Background: an optimization exercise with open tools, aiming at small area. Do not read the settings as production practice. Function was not checked in any run shown here: the RTL went through the layout flow alone. Power is estimated from default activity; no workload was simulated.

===== design.v =====
`timescale 1ns / 1ps
module fifo (
    input        clk,
    input        rst,
    input        wr_en,
    input        rd_en,
    input  [7:0] din,
    output [7:0] dout,
    output       full,
    output       empty
);
    reg [7:0] mem [0:15];
    reg [4:0] wp, rp;
    wire same = (wp[3:0] == rp[3:0]);
    assign empty = same & (wp[4] == rp[4]);
    assign full  = same & (wp[4] != rp[4]);
    assign dout  = mem[rp[3:0]];
    wire do_wr = wr_en & ~full;
    wire do_rd = rd_en & ~empty;
    always @(posedge clk)
        if (do_wr) mem[wp[3:0]] <= din;
    always @(posedge clk or posedge rst) begin
        if (rst) begin
            wp <= 5'd0;
            rp <= 5'd0;
        end else begin
            if (do_wr) wp <= wp + 5'd1;
            if (do_rd) rp <= rp + 5'd1;
        end
    end
endmodule
`timescale 1ns / 1ps
module uart_16550 (
    input         clk,
    input         rst,
    input         cs,
    input         wr,
    input  [2:0]  addr,
    input  [7:0]  wdata,
    output reg [7:0] rdata,
    output        irq,
    input         rx,
    output        tx,
    output        out1,
    output        out2
);
    reg [7:0] dll, dlm, ier, lcr, scr;
    reg       write_thr, load_div, frst_tx, frst_rx;
    wire dlab = lcr[7];
    wire wen  = cs & wr;
    wire ren  = cs & ~wr;
    always @(posedge clk or posedge rst) begin
        if (rst) begin
            dll <= 8'd0;
            dlm <= 8'd0;
            ier <= 8'd0;
            lcr <= 8'd0;
            scr <= 8'd0;
            write_thr <= 1'b0;
            load_div  <= 1'b0;
            frst_tx   <= 1'b0;
            frst_rx   <= 1'b0;
        end else begin
            write_thr <= wen & (addr == 3'd0) & ~dlab;
            load_div  <= wen & (addr[2:1] == 2'd0) & dlab;
            frst_rx   <= wen & (addr == 3'd2) & wdata[1];
            frst_tx   <= wen & (addr == 3'd2) & wdata[2];
            if (wen & (addr == 3'd0) & dlab)  dll <= wdata;
            if (wen & (addr == 3'd1) & dlab)  dlm <= wdata;
            if (wen & (addr == 3'd1) & ~dlab) ier <= wdata;
            if (wen & (addr == 3'd3))         lcr <= wdata;
            if (wen & (addr == 3'd7))         scr <= wdata;
        end
    end
    wire [2:0] wlm1 = {1'b1, lcr[1:0]};    
    reg [15:0] bcnt;
    reg [3:0]  btc;
    reg        tick16, baud_tick, loaded;
    wire [15:0] binc = bcnt + 16'd1;
    wire [15:0] div  = loaded ? {dlm, dll} : 16'd651;
    wire        hit  = (binc == div);
    always @(posedge clk or posedge rst) begin
        if (rst) begin
            bcnt      <= 16'd0;
            btc       <= 4'd0;
            tick16    <= 1'b0;
            baud_tick <= 1'b0;
            loaded    <= 1'b0;
        end else begin
            if (load_div) loaded <= 1'b1;
            bcnt      <= (load_div | hit) ? 16'd0 : binc;
            tick16    <= ~load_div & hit;
            baud_tick <= ~load_div & hit & (btc == 4'd15);
            if (load_div)  btc <= 4'd0;
            else if (hit)  btc <= btc + 4'd1;
        end
    end
    wire [7:0] txf_dout, rxf_dout;
    wire       txf_full, txf_empty, rxf_full, rxf_empty;
    wire [7:0] rsh;
    reg        rbr_full, rxf_wr;
    wire read_rbr = ren & (addr == 3'd0) & ~dlab;
    localparam T_IDLE = 3'd0, T_START = 3'd1, T_DATA = 3'd2, T_PAR = 3'd3, T_STOP = 3'd4;
    reg  [2:0] ts;
    wire tidle  = (ts == T_IDLE);
    wire tx_pop = tidle & ~txf_empty;
    fifo tx_fifo (
        .clk(clk), .rst(rst | frst_tx),
        .wr_en(write_thr), .rd_en(tx_pop), .din(wdata),
        .dout(txf_dout), .full(txf_full), .empty(txf_empty)
    );
    fifo rx_fifo (
        .clk(clk), .rst(rst | frst_rx),
        .wr_en(rxf_wr), .rd_en(read_rbr), .din(rsh),
        .dout(rxf_dout), .full(rxf_full), .empty(rxf_empty)
    );
    reg [2:0] tbc;
    reg [7:0] tlat;
    reg       tpar;
    always @(posedge clk or posedge rst) begin
        if (rst) begin
            ts   <= T_IDLE;
            tpar <= 1'b0;
        end else begin
            case (ts)
                T_IDLE:  if (tx_pop) ts <= T_START;
                T_START: if (baud_tick) ts <= T_DATA;
                T_DATA:  if (baud_tick && tbc == wlm1) ts <= lcr[3] ? T_PAR : T_STOP;
                T_PAR:   if (baud_tick) ts <= T_STOP;
                T_STOP:  if (baud_tick) ts <= T_IDLE;
                default: ts <= ts;
            endcase
            if (baud_tick && ts == T_START && lcr[3])
                tpar <= lcr[4] ? ~^tlat : ^tlat;
        end
    end
    always @(posedge clk) begin
        if (tx_pop) tlat <= txf_dout;
        if (baud_tick) begin
            if (ts == T_START) tbc <= 3'd0;
            else if (ts == T_DATA && tbc < wlm1) tbc <= tbc + 3'd1;
        end
    end
    reg stx;
    always @(*) begin
        case (ts)
            T_START: stx = 1'b0;
            T_DATA:  stx = tlat[tbc];
            T_PAR:   stx = tpar;
            default: stx = 1'b1;
        endcase
    end
    assign tx = stx;
    reg [1:0] sync;
    wire      s = sync[1];
    always @(posedge clk) sync <= {sync[0], rx};
    localparam R_IDLE = 2'd0, R_START = 2'd1, R_DATA = 2'd2, R_STOP = 2'd3;
    reg [1:0] rs;
    reg [3:0] ros;
    reg [2:0] rbc;
    reg [4:0] rsh_lo;    
    reg [2:0] rsh_hi;    
    reg       ferr;
    assign rsh = {rsh_hi, rsh_lo};
    wire os8  = (ros == 4'd8);
    wire os15 = (ros == 4'd15);
    wire smp  = tick16 & os8;
    wire rend = tick16 & os15;
    always @(posedge clk or posedge rst) begin
        if (rst) begin
            rs       <= R_IDLE;
            rbr_full <= 1'b0;
            rxf_wr   <= 1'b0;
            ferr     <= 1'b0;
            rsh_hi   <= 3'd0;
        end else begin
            rxf_wr   <= rbr_full;
            rbr_full <= (rs == R_STOP) & rend;
            ferr     <= smp & (((rs == R_START) & s) | ((rs == R_STOP) & ~s));
            case (rs)
                R_IDLE:  if (~s) rs <= R_START;
                R_START: if (smp) rs <= s ? R_IDLE : R_DATA;
                R_DATA:  if (rend && rbc == wlm1) rs <= R_STOP;
                R_STOP:  if (rend) rs <= R_IDLE;
            endcase
            if (rs == R_DATA && smp) begin
                if (rbc == 3'd5) rsh_hi[0] <= s;
                if (rbc == 3'd6) rsh_hi[1] <= s;
                if (rbc == 3'd7) rsh_hi[2] <= s;
            end
        end
    end
    always @(posedge clk) begin
        if (rs == R_IDLE) begin
            if (~s) ros <= 4'd0;
        end else if (tick16) begin
            ros <= (rs == R_START && os8 && ~s) ? 4'd0 : ros + 4'd1;
        end
        if (rs == R_START && smp && ~s) rbc <= 3'd0;
        else if (rs == R_DATA && rend && rbc != wlm1) rbc <= rbc + 3'd1;
        if (rs == R_DATA && smp) begin
            if (rbc == 3'd0) rsh_lo[0] <= s;
            if (rbc == 3'd1) rsh_lo[1] <= s;
            if (rbc == 3'd2) rsh_lo[2] <= s;
            if (rbc == 3'd3) rsh_lo[3] <= s;
            if (rbc == 3'd4) rsh_lo[4] <= s;
        end
    end
    wire [7:0] lsr = {1'b0, tidle & txf_empty, tidle, ferr, 1'b0, 1'b0,
                      rxf_full & rbr_full, ~rxf_empty};
    always @(*) begin
        rdata = 8'd0;
        if (ren) begin
            case (addr)
                3'd0: rdata = dlab ? dll : (rxf_empty ? 8'd0 : rxf_dout);
                3'd1: rdata = dlab ? dlm : ier;
                3'd2: rdata = 8'h04;
                3'd3: rdata = lcr;
                3'd5: rdata = lsr;
                3'd7: rdata = scr;
                default: rdata = 8'd0;
            endcase
        end
    end
    assign irq  = ~rxf_empty & ier[0];
    assign out1 = 1'b0;
    assign out2 = 1'b0;
endmodule

===== run.sh =====
#!/bin/bash
# synth_recipe.tcl (not shown) runs the flow's synth.tcl, then flattens the netlist and writes it again
# the make line also repeats each setting of config.mk as NAME=value (left out here)
make -C /OpenROAD-flow-scripts/flow DESIGN_CONFIG=/design/flow/config.mk WORK_HOME=/design/flow/orfs CLKGATE_MAP_FILE= SYNTH_SCRIPT=/design/flow/synth_recipe.tcl finish

===== config.mk =====
export PLATFORM = sky130hd
export DESIGN_NAME = uart_16550
export DESIGN_NICKNAME = uart_16550
export VERILOG_FILES = /design/flow/design.v
export SDC_FILE = /design/flow/constraint.sdc
export NUM_CORES = 4
export LEC_CHECK = 0
export CAP_MARGIN = 20
export CORE_MARGIN = 2
export CORE_UTILIZATION = 40
export CTS_BUF_LIST = sky130_fd_sc_hd__clkbuf_4
export PLACE_DENSITY = 0.6
export SLEW_MARGIN = 20

===== constraint.sdc =====
create_clock -name core_clock -period 10.0 [get_ports {clk}]
set_input_delay 2.0000 -clock core_clock [delete_from_list [all_inputs] [get_ports {clk}]]
set_output_delay 2.0000 -clock core_clock [all_outputs]
set_load 0.01 [all_outputs]

==> run notes, run 1 <==
* Status: no timing/DRC/antenna violations
* CP delay by family, top: buffers and inverters
* Clock skew at 45.3 ps
* HPWL after detailed placement at 23500 um
* Multi-input logic area at 5520 um2
* RSZ-0062 raised after global routing: false
* Crit Path Max Fanout at 20
* Layout cell share with drive strength beyond 1 at 0.256
* Worst slew pin tran at 1030 ps
* Number of port buffers at 25
* Area growth from synthesis to layout at 12.4%
* Maximum clock insertion buffer count at 3
* Req. time, crit path at 8000 ps
* Register area share after synthesis at 0.650
* Largest net degree at the start of global routing at 61
* Core Region at 41000 um2
* Worst-Skew Late Latency at 820 ps
* # nets final at 1188
* Syn avg cell area at 15.7 um2
* WP data arrival at 5410 ps
* Top_reg_cell synth: edfxtp_1
* H-tree levels at 3
* R2R depth at 8
* CTS resizes at 0
* Row cnt at 74
* Die extent in y at 208 um
* FF/Latch Area at 10900 um2
* DR vias/cell at 5.37
* Num CTS Buffers at 98
* Post-place instance area at 17500 um2
* Routed len/inst at 20.8 um
* IO Pins at 28
* Initial antenna violation count at 2
* Setup TNS Final at 0 ps
* Starting density of the core at 0.407
* CP Launch Type: input pin
* Hold depth at 0
* Crit-path cells: clkdlybuf4s50_1 -> or3_1 -> a211oi_1 -> a21oi_1 -> nor2_1 -> clkdlybuf4s50_1
* Max Cap Violations at 0
* Worst Hold Launch: sync[0]
* Die area at 43400 um2
* Crit-path most repeated cell: clkdlybuf4s50_1
* Slowest-stage cell, CP: a211oi_1
* Hold violation total from the final report at 0
* Pwr Density at 209 nW/um2
* Crit-path max cell delay at 800 ps
* 1st-pass router iterations at 5
* Via count at 9454
* Reg2Reg Setup Slack at 6510 ps
* Iter 0 DRT Violations at 718
* Min-delay worst type: flop to flop
* Distinct cells, synth at 74
* Filler cell count at 3631
* Non-Filler Instances at 1762
* Fmax at 0.135 GHz
* Number of global-route vias before repair at 9696
* Clock slew seen by the registers of the worst setup and hold paths at 60 ps
* Final setup violation count at 0
* Post-Syn Area at 16700 um2
* Worst Hold Path EP: sync[1]
* Peak supply drop at 114 uV
* First-pass GRT wire length at 57100 um
* Relative slew margins at 0.304
* Async SR Flop Fraction at 0.261
* Crit path buffers/inverters at 2
* Worst Setup SP: addr[2]
* Die width at 208 um
* Routability cong. at 0.868
* #FFs+latches synth at 380
* Worst flop-to-flop path startpoint: bcnt[0]
* P_leak at 6.47 nW
* Reg-to-Reg End: bcnt[6]
* CTS tree: built
* # Post-CTS Setup Buffers at 0
* Post-synth EDFFs at 276
* Crit path time final at 7410 ps
* Post-Route WL at 36600 um
* Setup Crit Path Kind: input pin to output pin
* Clock root buffer: clkbuf_4
* Placed cell count at 1581
* Pins over their slew limit at 0
* Total gr overflow at 0
* Design Area, Final at 18800 um2
* Cells after Synth at 1066
* Clock sink total at 380
* Tcrit/Tclk final at 0.741
* GR Util All Layers at 0.174
* Syn. warnings at 2
* # hold bufs at CTS at 0
* DRC errors left at 0
* Worst Setup End Kind: output pin
* DRT antenna net count at 0
## flip-flops by register name (all words and copies together) (netlist names), 2 cells and up, named ones only
name         cells
tx_fifo.mem    128
tlat             8
rsh_lo           5
ier              8
rsh_hi           3
lcr              8
btc              4
rx_fifo.mem    128
scr              8
tbc              3
dll              8
rx_fifo.rp       5
tx_fifo.wp       5
rx_fifo.wp       5
dlm              8
sync             2
rbc              3
tx_fifo.rp       5
ts               3
ros              4
bcnt            16
## synth_stat cells, types with 4 or more instances
master,instances,area share
or3_1,4,0.0015
nor2_1,81,0.018
nand3_1,24,0.0072
buf_4,4,0.0018
inv_1,25,0.0056
o22ai_1,5,0.0019
nor3_1,15,0.0045
nor2b_1,11,0.0041
xor2_1,21,0.011
clkbuf_1,37,0.0083
mux2_2,43,0.029
dfrtp_1,99,0.15
nand2b_1,14,0.0052
buf_2,6,0.0018
mux4_2,82,0.11
and3_1,11,0.0041
dfxtp_1,5,0.0060
nand2_1,55,0.012
o21ai_0,22,0.0066
and2_1,11,0.0041
edfxtp_1,276,0.50
nand3b_1,5,0.0022
mux2i_1,15,0.0090
nand4_1,12,0.0045
nor4_1,10,0.0037
buf_1,9,0.0020
a21oi_1,27,0.0081
ha_1,23,0.017
xnor2_1,38,0.020
## metal layers
layer  vias to the layer above  share of wire  global-route usage
met3                        57          0.055              0.0435
li1                       4336              -                   -
met5                         -              0                   0
met4                         0          0.024              0.0685
met1                      4797           0.44               0.230
met2                       264           0.48               0.276
## power by group
| group | leakage, nW | switching (W) | total [W] | internal [W] |
|---|---|---|---|---|
| logic | 2.02 | 0.000346 | 0.000689 | 0.000344 |
| registers | 3.71 | 0.000129 | 0.00190 | 0.00177 |
| clock network | 0.736 | 0.000643 | 0.00134 | 0.000693 |
| total | 6.47 | 0.00112 | 0.00393 | 0.00281 |
## cell usage in the layout (no fill, tap or decap), drive strengths merged, types with 15 or more instances in the layout
| cell type | instances |
|---|---|
| nor2 | 81 |
| dfrtp | 99 |
| o21ai | 22 |
| xnor2 | 38 |
| edfxtp | 276 |
| xor2 | 21 |
| a21oi | 27 |
| mux2i | 15 |
| clkdlybuf4s50 | 25 |
| nor3 | 17 |
| inv | 24 |
| buf | 15 |
| clkinv | 35 |
| ha | 23 |
| clkbuf | 138 |
| nand3 | 25 |
| mux4 | 82 |
| mux2 | 44 |
| nand2 | 55 |
## how the worst max path moves through the flow
stage / endpoint / slack (ps) / depth (start not counted)
2_1_floorplan: rdata[3] / 4470 / 6
3_3_place_gp: rdata[7] / 2720 / 6
3_5_place_dp: rdata[1] / 2680 / 6
4_1_cts: rdata[1] / 2670 / 6
5_1_grt: rdata[7] / 2400 / 6
6_report: rdata[7] / 2590 / 6
## stage by stage
step	setup WS, ps	util	hold WS [ps]	total power (W)
3_5_place_dp	2680	0.427	342	0.00263
2_1_floorplan	4470	-	310	0.00242
4_1_cts	2670	0.458	349	0.00399
3_3_place_gp	2720	0.427	345	0.00263
5_1_grt	2400	0.458	343	0.00414
6_report	2590	0.458	343	0.00393
## layout make-up
type	instances	share of cell area
Tap cell	532	0.0354
Clock inverter	38	0.0121
Antenna cell	5	0.000666
Clock buffer	138	0.0551
Inverter	25	0.00506
Multi-Input combinational cell	604	0.294
Sequential cell	380	0.579
Timing Repair Buffer	40	0.0193
## kinds of logic (layout without fill, tap and decap cells)
logic type,count (synthesis),count (layout),synth area share
AO/OA/AOI/OAI,99,99,0.0419
XOR/XNOR,61,61,0.0338
adder cells (fa/ha/maj),23,23,0.0172
buffers and inverters,83,241,0.0205
flip-flops,380,380,0.650
multiplexers,141,141,0.149
other,1,7,0.000224
AND/OR/NAND/NOR,278,278,0.0871
==> run 2: changes to the inputs <==
--- a/config.mk
+++ b/config.mk
@@ -6,8 +6,10 @@
 export NUM_CORES = 4
 export LEC_CHECK = 0
+export ABC_AREA = 1
 export CAP_MARGIN = 20
 export CORE_MARGIN = 2
-export CORE_UTILIZATION = 40
-export CTS_BUF_LIST = sky130_fd_sc_hd__clkbuf_4
-export PLACE_DENSITY = 0.6
+export CORE_UTILIZATION = 60
+export CTS_BUF_LIST = sky130_fd_sc_hd__clkbuf_2 sky130_fd_sc_hd__clkbuf_4
+export CTS_CLUSTER_SIZE = 30
+export PLACE_DENSITY = 0.75
 export SLEW_MARGIN = 20
==> run 2 against run 1 <==
Fmax is 16% higher. Combinational power rose by 13%. Largest power group unchanged. Highest routed layer unchanged. Sequential share of layout area increased by 1.1 points. Worst hold slack lost 9.7 ps. Critical path type unchanged. Still clean. Flip-flop and latch count did not move. Count of clock-buffer cells in the layout shrank 9. Synthesized cell count rose by 46%.
==> run notes, run 2 <==
* DRT antenna net count at 0 (unchanged)
* Initial antenna violation count at 1 (was 2)
* Status: no timing/DRC/antenna violations (unchanged)
* Core Util, Final at 0.680 (was 0.458)
* Clock power frac at 0.326 (was 0.340)
* Post-synth top cells: edfxtp_1 (276), nand2_1 (262), nor2_1 (259) (was edfxtp_1 (276), dfrtp_1 (99), mux4_2 (82))
* CTS tree: built (unchanged)
* Clock slew seen by the registers of the worst setup and hold paths at 60 ps (about the same)
* RSZ-0062 raised after global routing: false (unchanged)
* Starting density of the core at 0.614 (was 0.407)
* Final hold slack at 333 ps (was 343 ps)
* CP Launch Type: input pin (unchanged)
* Post-Route WL at 38100 um (was 36600 um)
* 1st-pass router iterations at 6 (was 5)
* Post-synth EDFFs at 276 (unchanged)
* Area contributors post-synth: edfxtp_1 (50%), dfrtp_1 (15%), nand2_1 (5.9%) (was edfxtp_1 (50%), dfrtp_1 (15%), mux4_2 (11%))
* Slowest-stage cell, CP: clkdlybuf4s50_1 (was a211oi_1)
* Area growth from synthesis to layout at 10.7% (was 12.4%)
* HPWL after detailed placement at 24400 um (was 23500 um)
* Register area share after synthesis at 0.653 (was 0.650)
* Row cnt at 60 (was 74)
* # nets final at 1667 (was 1188)
* Worst-Skew Late Latency at 700 ps (was 820 ps)
* # Post-CTS Setup Buffers at 0 (unchanged)
* P_leak at 6.99 nW (was 6.47 nW)
* Cells after Synth at 1559 (was 1066)
* Relative slew margins at 0.307 (was 0.304)
* Crit-path cells: clkdlybuf4s50_1 -> inv_1 -> nand2_1 -> nor2_1 -> clkinv_1 -> o311ai_0 -> nor2_1 -> a21oi_1 -> clkdlybuf4s50_1 (was clkdlybuf4s50_1 -> or3_1 -> a211oi_1 -> a21oi_1 -> nor2_1 -> clkdlybuf4s50_1)
* Total gr overflow at 0 (unchanged)
* Layout cell share with drive strength beyond 1 at 0.0958 (was 0.256)
* Number of global-route vias before repair at 11326 (was 9696)
* Setup Crit Path Kind: input pin to output pin (unchanged)
* Crit path time final at 6410 ps (was 7410 ps)
* Routability cong. at 0.865 (was 0.868)
* Tcrit/Tclk final at 0.641 (was 0.741)
* Reg power frac at 0.481 (was 0.484)
* Req. time, crit path at 8000 ps (about the same)
* Syn. warnings at 2 (unchanged)
* IO Pins at 28 (unchanged)
* Async SR Flop Fraction at 0.261 (unchanged)
* Pwr Density at 219 nW/um2 (was 209 nW/um2)
* Most frequent cell after synthesis: edfxtp_1 (unchanged)
* #FFs+latches synth at 380 (unchanged)
* Combinational share of power at 0.193 (was 0.176)
* # hold bufs at CTS at 0 (unchanged)
* Most frequent cells in the layout: edfxtp_1 (276), nand2_1 (262), nor2_1 (259) (was edfxtp_1 (276), clkbuf_4 (138), dfrtp_1 (97))
* Die area at 29100 um2 (was 43400 um2)
* GR Util All Layers at 0.269 (was 0.174)
* H-tree levels at 3 (unchanged)
* Internal cell power at 0.00278 W (was 0.00281 W)
* Max Cap Violations at 0 (unchanged)
* Pins over their slew limit at 0 (unchanged)
* Top_reg_cell synth: edfxtp_1 (unchanged)
* Final Power at 0.00404 W (was 0.00393 W)
* Hold violation total from the final report at 0 (unchanged)
* Cell taking the most area after synthesis: edfxtp_1 (unchanged)
* Filler cell count at 2043 (was 3631)
* Worst slew pin tran at 1040 ps (was 1030 ps)
* Die width at 171 um (was 208 um)
* Distinct cells, synth at 42 (was 74)
* Setup TNS Final at 0 ps (unchanged)
* Crit Path Max Fanout at 10 (was 20)
* Post-Syn Area at 16600 um2 (was 16700 um2)
* Largest net degree at the start of global routing at 70 (was 61)
* Core Region at 27100 um2 (was 41000 um2)
* Peak supply drop at 146 uV (was 114 uV)
* Min-delay worst type: flop to flop (unchanged)
* Sw frac at 0.311 (was 0.284)
* Fmax at 0.156 GHz (was 0.135 GHz)
* First-pass GRT wire length at 59900 um (was 57100 um)
* Syn avg cell area at 10.7 um2 (was 15.7 um2)
* Clock root buffer: clkbuf_4 (unchanged)
* Number of port buffers at 25 (unchanged)
* DR vias/cell at 5.75 (was 5.37)
* Commonest non-fill, non-tap cell in the layout: edfxtp_1 (unchanged)
* Maximum clock insertion buffer count at 3 (unchanged)
* CTS resizes at 0 (unchanged)
* DRC errors left at 0 (unchanged)
* Iter 0 DRT Violations at 1490 (was 718)
* Post-synth top area share at 0.498 (was 0.496)
* P_sw at 0.00125 W (was 0.00112 W)
* Final setup violation count at 0 (unchanged)
* Routed len/inst at 18.4 um (was 20.8 um)
* WP data arrival at 4410 ps (was 5410 ps)
* Clock sink total at 380 (unchanged)
* Via count at 11932 (was 9454)
* Die extent in y at 171 um (was 208 um)
* Num CTS Buffers at 91 (was 98)
* Clock skew at 54.9 ps (was 45.3 ps)
* Worst Setup End Kind: output pin (unchanged)
* Crit-path max cell delay at 560 ps (was 800 ps)
[run 2: power by group through the flow]
| stage | Clock, W | Sequential (W) | Combinational, W |
|---|---|---|---|
| after floorplan | 0 | 0.00189 | 0.000604 |
| after global placement | 0 | 0.00197 | 0.000759 |
| after detailed placement | 0 | 0.00197 | 0.000775 |
| after CTS | 0.00134 | 0.00194 | 0.000781 |
| final | 0.00132 | 0.00194 | 0.000779 |
| after global routing | 0.00142 | 0.00196 | 0.000869 |
[run 2: worst paths after layout]
| kind | slack, ps | cells after the start | endpoint | startpoint |
|---|---|---|---|---|
| worst min-delay path | 330 | 0 | sync[1] | sync[0] |
| worst max register to register | 7120 | 8 | rx_fifo.mem[11][7] | rx_fifo.rp[0] |
| worst max-delay path | 3590 | 9 | rdata[6] | addr[2] |
| min in group asynchronous | 400 | 1 | rx_fifo.rp[4] | frst_rx |
| worst min register to register | 330 | 0 | sync[1] | sync[0] |
| max in group asynchronous | 7150 | 3 | lcr[4] | rst |
[run 2: through the flow]
step / setup slack, ps / cells / cell area (um2)
after floorplan: 4930 / 1560 / 16600
after global placement: 3670 / 1907 / 17200
after detailed placement: 3650 / 1907 / 17200
after CTS: 3630 / 2074 / 18400
after global routing: 3380 / 2075 / 18400
final: 3590 / 2075 / 18400
[run 2: worst max-delay path: cells and delay by family]
kind,cells,cell delay (ps)
AOI/OAI and AO/OA,2,670
buffers and inverters,4,1420
and+or+nand+nor,3,310
[run 2: kinds of logic (layout without fill, tap and decap cells)]
group	count (synthesis)	count (layout)	share of synthesized area
other	1	3	0.000225
adder cells (fa/ha/maj)	23	23	0.0173
XOR/XNOR	41	41	0.0216
buffers and inverters	184	326	0.0429
AND/OR/NAND/NOR	638	638	0.157
multiplexers	15	15	0.00902
AO/OA/AOI/OAI	277	277	0.0992
flip-flops	380	380	0.653
[run 2: routing by layer]
| metal | GRT usage | share of wire |
|---|---|---|
| met1 | 0.386 | 0.42 |
| met2 | 0.415 | 0.47 |
| met3 | 0.0608 | 0.090 |
| met4 | 0.0818 | 0.020 |
| met5 | 0 | 0 |
[run 2: cell type report]
type / instances / area, um2 / area share
clock buffer: 129 / 968 / 0.0526
tap: 372 / 465 / 0.0253
timing repair buffer: 33 / 310 / 0.0168
inverter: 126 / 474 / 0.0257
multi-input combinational: 996 / 5070 / 0.275
antenna: 1 / 2.50 / 0.000136
clock inverter: 38 / 268 / 0.0145
sequential: 380 / 10900 / 0.590
==> run 3: changes to the inputs <==
--- a/design.v
+++ b/design.v
@@ -10,22 +10,20 @@
     output       empty
 );
-    reg [7:0] mem [0:15];
-    reg [4:0] wp, rp;
-    wire same = (wp[3:0] == rp[3:0]);
-    assign empty = same & (wp[4] == rp[4]);
-    assign full  = same & (wp[4] != rp[4]);
-    assign dout  = mem[rp[3:0]];
+    reg [127:0] mem;
+    reg [4:0]   head;
+    assign empty = head[4];
+    assign full  = (head == 5'd15);
+    assign dout  = mem[head[3:0]*8 +: 8];
     wire do_wr = wr_en & ~full;
     wire do_rd = rd_en & ~empty;
     always @(posedge clk)
-        if (do_wr) mem[wp[3:0]] <= din;
-    always @(posedge clk or posedge rst) begin
-        if (rst) begin
-            wp <= 5'd0;
-            rp <= 5'd0;
-        end else begin
-            if (do_wr) wp <= wp + 5'd1;
-            if (do_rd) rp <= rp + 5'd1;
-        end
+        if (do_wr) mem <= {mem[119:0], din};
+    always @(posedge clk or posedge rst) begin
+        if (rst)
+            head <= 5'h1f;
+        else if (do_wr & ~do_rd)
+            head <= head + 5'd1;
+        else if (do_rd & ~do_wr)
+            head <= head - 5'd1;
     end
 endmodule
--- a/config.mk
+++ b/config.mk
@@ -6,10 +6,8 @@
 export NUM_CORES = 4
 export LEC_CHECK = 0
-export ABC_AREA = 1
 export CAP_MARGIN = 20
 export CORE_MARGIN = 2
 export CORE_UTILIZATION = 60
-export CTS_BUF_LIST = sky130_fd_sc_hd__clkbuf_2 sky130_fd_sc_hd__clkbuf_4
-export CTS_CLUSTER_SIZE = 30
+export CTS_BUF_LIST = sky130_fd_sc_hd__clkbuf_8
 export PLACE_DENSITY = 0.75
 export SLEW_MARGIN = 20
==> run 3 against run 2 <==
Sequential power hardly changed. Global-route usage down 5.3 points. Wire length shrank 23%. Design area decreased by 3.5%. Flip-flop and latch count down 10. Via count decreased by 28%. Critical path depth fell by 2. Die area fell by 3.8%. Critical path type unchanged. Core utilization grew 0.064 points. Total power up 1.4%.
==> run notes, run 3 <==
* Via count at 8562 (was 11932)
* Max Cap Violations at 0 (unchanged)
* Design Area, Final at 17800 um2 (was 18400 um2)
* Clock skew at 31.4 ps (was 54.9 ps)
* DR vias/cell at 6.11 (was 5.75)
* # hold bufs at CTS at 0 (unchanged)
* Crit-path cells: clkdlybuf4s50_1 -> or2_2 -> nor4_1 -> buf_4 -> nand2_1 -> a31oi_1 -> clkdlybuf4s50_1 (was clkdlybuf4s50_1 -> inv_1 -> nand2_1 -> nor2_1 -> clkinv_1 -> o311ai_0 -> nor2_1 -> a21oi_1 -> clkdlybuf4s50_1)
* Syn avg cell area at 16.6 um2 (was 10.7 um2)
* Worst slew pin tran at 902 ps (was 1040 ps)
* Die width at 167 um (was 171 um)
* Commonest non-fill, non-tap cell in the layout: edfxtp_1 (unchanged)
* Setup TNS Final at 0 ps (unchanged)
* Number of global-route vias before repair at 8619 (was 11326)
* Relative slew margins at 0.391 (was 0.307)
* Row cnt at 59 (was 60)
* Worst Setup End Kind: output pin (unchanged)
* CTS tree: built (unchanged)
* Crit-path most repeated cell: clkdlybuf4s50_1
* Num CTS Buffers at 58 (was 91)
* Die extent in y at 167 um (was 171 um)
* Clock sink total at 370 (was 380)
* Final setup violation count at 0 (unchanged)
* 1st-pass router iterations at 6 (unchanged)
* Distinct cells, synth at 79 (was 42)
* Crit-path max cell delay at 850 ps (was 560 ps)
* Post-synth EDFFs at 276 (unchanged)
* Crit Path Max Fanout at 24 (was 10)
* Most frequent cell after synthesis: edfxtp_1 (unchanged)
* Setup Crit Path Kind: input pin to output pin (unchanged)
* P_leak at 6.19 nW (was 6.99 nW)
* CP Launch Type: input pin (unchanged)
* Iter 0 DRT Violations at 830 (was 1490)
* Clock root buffer: clkbuf_8 (was clkbuf_4)
* Area contributors post-synth: edfxtp_1 (52%), dfrtp_1 (12%), mux4_2 (12%) (was edfxtp_1 (50%), dfrtp_1 (15%), nand2_1 (5.9%))
* Post-place instance area at 16600 um2 (was 17200 um2)
* Post-Route WL at 29300 um (was 38100 um)
* Initial antenna violation count at 0 (was 1)
* Cell taking the most area after synthesis: edfxtp_1 (unchanged)
* Post-Syn Area at 16000 um2 (was 16600 um2)
* First-pass GRT wire length at 47100 um (was 59900 um)
* Status: no timing/DRC/antenna violations (unchanged)
* Largest net degree at the start of global routing at 98 (was 70)
* WP data arrival at 5060 ps (was 4410 ps)
* # nets final at 1055 (was 1667)
* Routability cong. at 0.887 (was 0.865)
* Register area share after synthesis at 0.664 (was 0.653)
* Crit path time final at 7060 ps (was 6410 ps)
* Die area at 28000 um2 (was 29100 um2)
* Async SR Flop Fraction at 0.241 (was 0.261)
* Syn. warnings at 2 (unchanged)
* H-tree levels at 2 (was 3)
* Min-delay worst type: flop to flop (unchanged)
* #FFs+latches synth at 370 (was 380)
* CTS resizes at 0 (unchanged)
* Starting density of the core at 0.612 (was 0.614)
* DRC errors left at 0 (unchanged)
* Tcrit/Tclk final at 0.706 (was 0.641)
* Crit path buffers/inverters at 3 (was 4)
* Cells after Synth at 964 (was 1559)
* # Post-CTS Setup Buffers at 0 (unchanged)
* Pins over their slew limit at 0 (unchanged)
* Clock slew seen by the registers of the worst setup and hold paths at 50 ps (was 60 ps)
* Diode count at 0 (was 1)
* Peak supply drop at 160 uV (was 146 uV)
* CP delay by family, top: buffers and inverters (unchanged)
* IO Pins at 28 (unchanged)
* RSZ-0062 raised after global routing: false (unchanged)
* Number of port buffers at 25 (unchanged)
* Req. time, crit path at 8000 ps (about the same)
* Most frequent cells in the layout: edfxtp_1 (276), mux4_2 (82), dfrtp_1 (79) (was edfxtp_1 (276), nand2_1 (262), nor2_1 (259))
* Hold violation total from the final report at 0 (unchanged)
* Routed len/inst at 20.9 um (was 18.4 um)
* Area growth from synthesis to layout at 11.2% (was 10.7%)
* Slowest-stage cell, CP: clkdlybuf4s50_1 (unchanged)
* Final hold slack at 345 ps (was 333 ps)
* Top_reg_cell synth: edfxtp_1 (unchanged)
* Pwr Density at 230 nW/um2 (was 219 nW/um2)
* Maximum clock insertion buffer count at 3 (unchanged)
* Post-synth top cells: edfxtp_1 (276), mux4_2 (82), dfrtp_1 (79) (was edfxtp_1 (276), nand2_1 (262), nor2_1 (259))
* HPWL after detailed placement at 18200 um (was 24400 um)
* Worst-Skew Late Latency at 610 ps (was 700 ps)
* Fmax at 0.142 GHz (was 0.156 GHz)
* Layout cell share with drive strength beyond 1 at 0.231 (was 0.0958)
* Total gr overflow at 0 (unchanged)
* GR Util All Layers at 0.216 (was 0.269)
* Core Util, Final at 0.681 (was 0.680)
* Core Region at 26100 um2 (was 27100 um2)
* DRT antenna net count at 0 (unchanged)
* Post-synth top area share at 0.518 (was 0.498)
[run 3: changes by cell type in the layout (fill, tap and decap cells not counted), sizes merged, moves of 28 or more]
cell / previous run / this run
o21ai: 155 / 22
mux4: 0 / 82
mux2: 0 / 50
inv: 117 / 53
nand2: 264 / 41
clkinv: 43 / 15
clkbuf: 129 / 65
nand3: 77 / 26
o221ai: 30 / 0
nor2: 263 / 65
[run 3: power breakdown]
group	total (W)	internal, W	switching (W)
sequential	0.00194	0.00174	0.000193
clock	0.00131	0.000726	0.000588
combinational	0.000846	0.000478	0.000368
[run 3: cell families (layout without fill, tap and decap cells)]
group	after synthesis	in the layout	share of synthesized area
buffers and inverters	69	170	0.0175
other	1	2	0.000234
XOR/XNOR	45	45	0.0291
adder cells (fa/ha/maj)	23	23	0.0189
AND/OR/NAND/NOR	209	209	0.0680
multiplexers	143	143	0.158
AO/OA/AOI/OAI	104	104	0.0445
flip-flops	370	370	0.664
[run 3: routing by layer]
layer | vias to the layer above | share of wire | GRT usage
met1 | 4365 | 0.46 | 0.331
met5 | - | 0 | 0
met2 | 261 | 0.45 | 0.318
met3 | 52 | 0.069 | 0.0440
met4 | 0 | 0.024 | 0.0703
li1 | 3884 | - | -
[run 3: worst reg2reg max path, cell delays in order (launching register included)]
cell	delay, ps
dfrtp_1	460
nand4_2	400
nor4_2	740
xor3_1	320
o31ai_1	370
nand4_1	280
or3_1	420
nor3_1	370
[run 3: area by class of cell]
class                      instances  area [um2]
tap                              335         419
timing repair buffer              32         310
inverter                          28         106
multi-input combinational        526        5110
clock buffer                      65         895
clock inverter                    45         317
fill                            1743        8350
sequential                       370       10600
[run 3: worst paths after layout]
check                           slack (ps)               to  depth (start not counted)     from
max in group asynchronous             7470         bcnt[13]                          3      rst
worst max register to register        6510        baud_tick                          7  bcnt[4]
worst min-delay path                   350          sync[1]                          0  sync[0]
min in group asynchronous              550  rx_fifo.head[0]                          1  frst_rx
worst min register to register         350          sync[1]                          0  sync[0]
worst max-delay path                  2940         rdata[6]                          7  addr[1]
[run 3: per-stage QoR]
| step | std cells | total power [W] | setup WS [ps] |
|---|---|---|---|
| after CTS | 1401 | 0.00414 | 2980 |
| after detailed placement | 1291 | 0.00281 | 2990 |
| after global placement | 1291 | 0.00281 | 3030 |
| after floorplan | 965 | 0.00258 | 1100 |
| final | 1401 | 0.00410 | 2940 |
| after global routing | 1401 | 0.00429 | 2730 |

re-timing with driven ports:
The results above use ideal ports. As a check the final layouts listed here were re-extracted and re-timed, cells and wires unchanged. Step 1 sets driving cells, clkbuf_16 on the clock port and buf_2 on the other inputs (assumed; they add their load-dependent delay and slew). Step 2 adds t to the input delays and takes it off the output delays; t is the mean of the earliest and latest rising clock arrival at the registers after step 1. Input paths then give back, and output paths get back, about the clock's delay inside the block. Three values: ideal ports, drivers, drivers and shift; two values: the first two.
run	t (ns)	slack for setup (ns)	worst setup path at the end	worst register clock-pin slew, ns
run 1	0.853	2.592 / 2.570 / 2.570	input to output	0.08 / 0.08
run 2	0.718	3.589 / 3.568 / 3.568	input to output	0.08 / 0.08
run 3	0.648	2.944 / 2.921 / 2.921	input to output	0.07 / 0.07
After both steps every run listed still meets setup and hold. For run 3, which loses most, drivers alone change the setup slack by -0.023 ns; drivers and shift together by -0.023 ns.
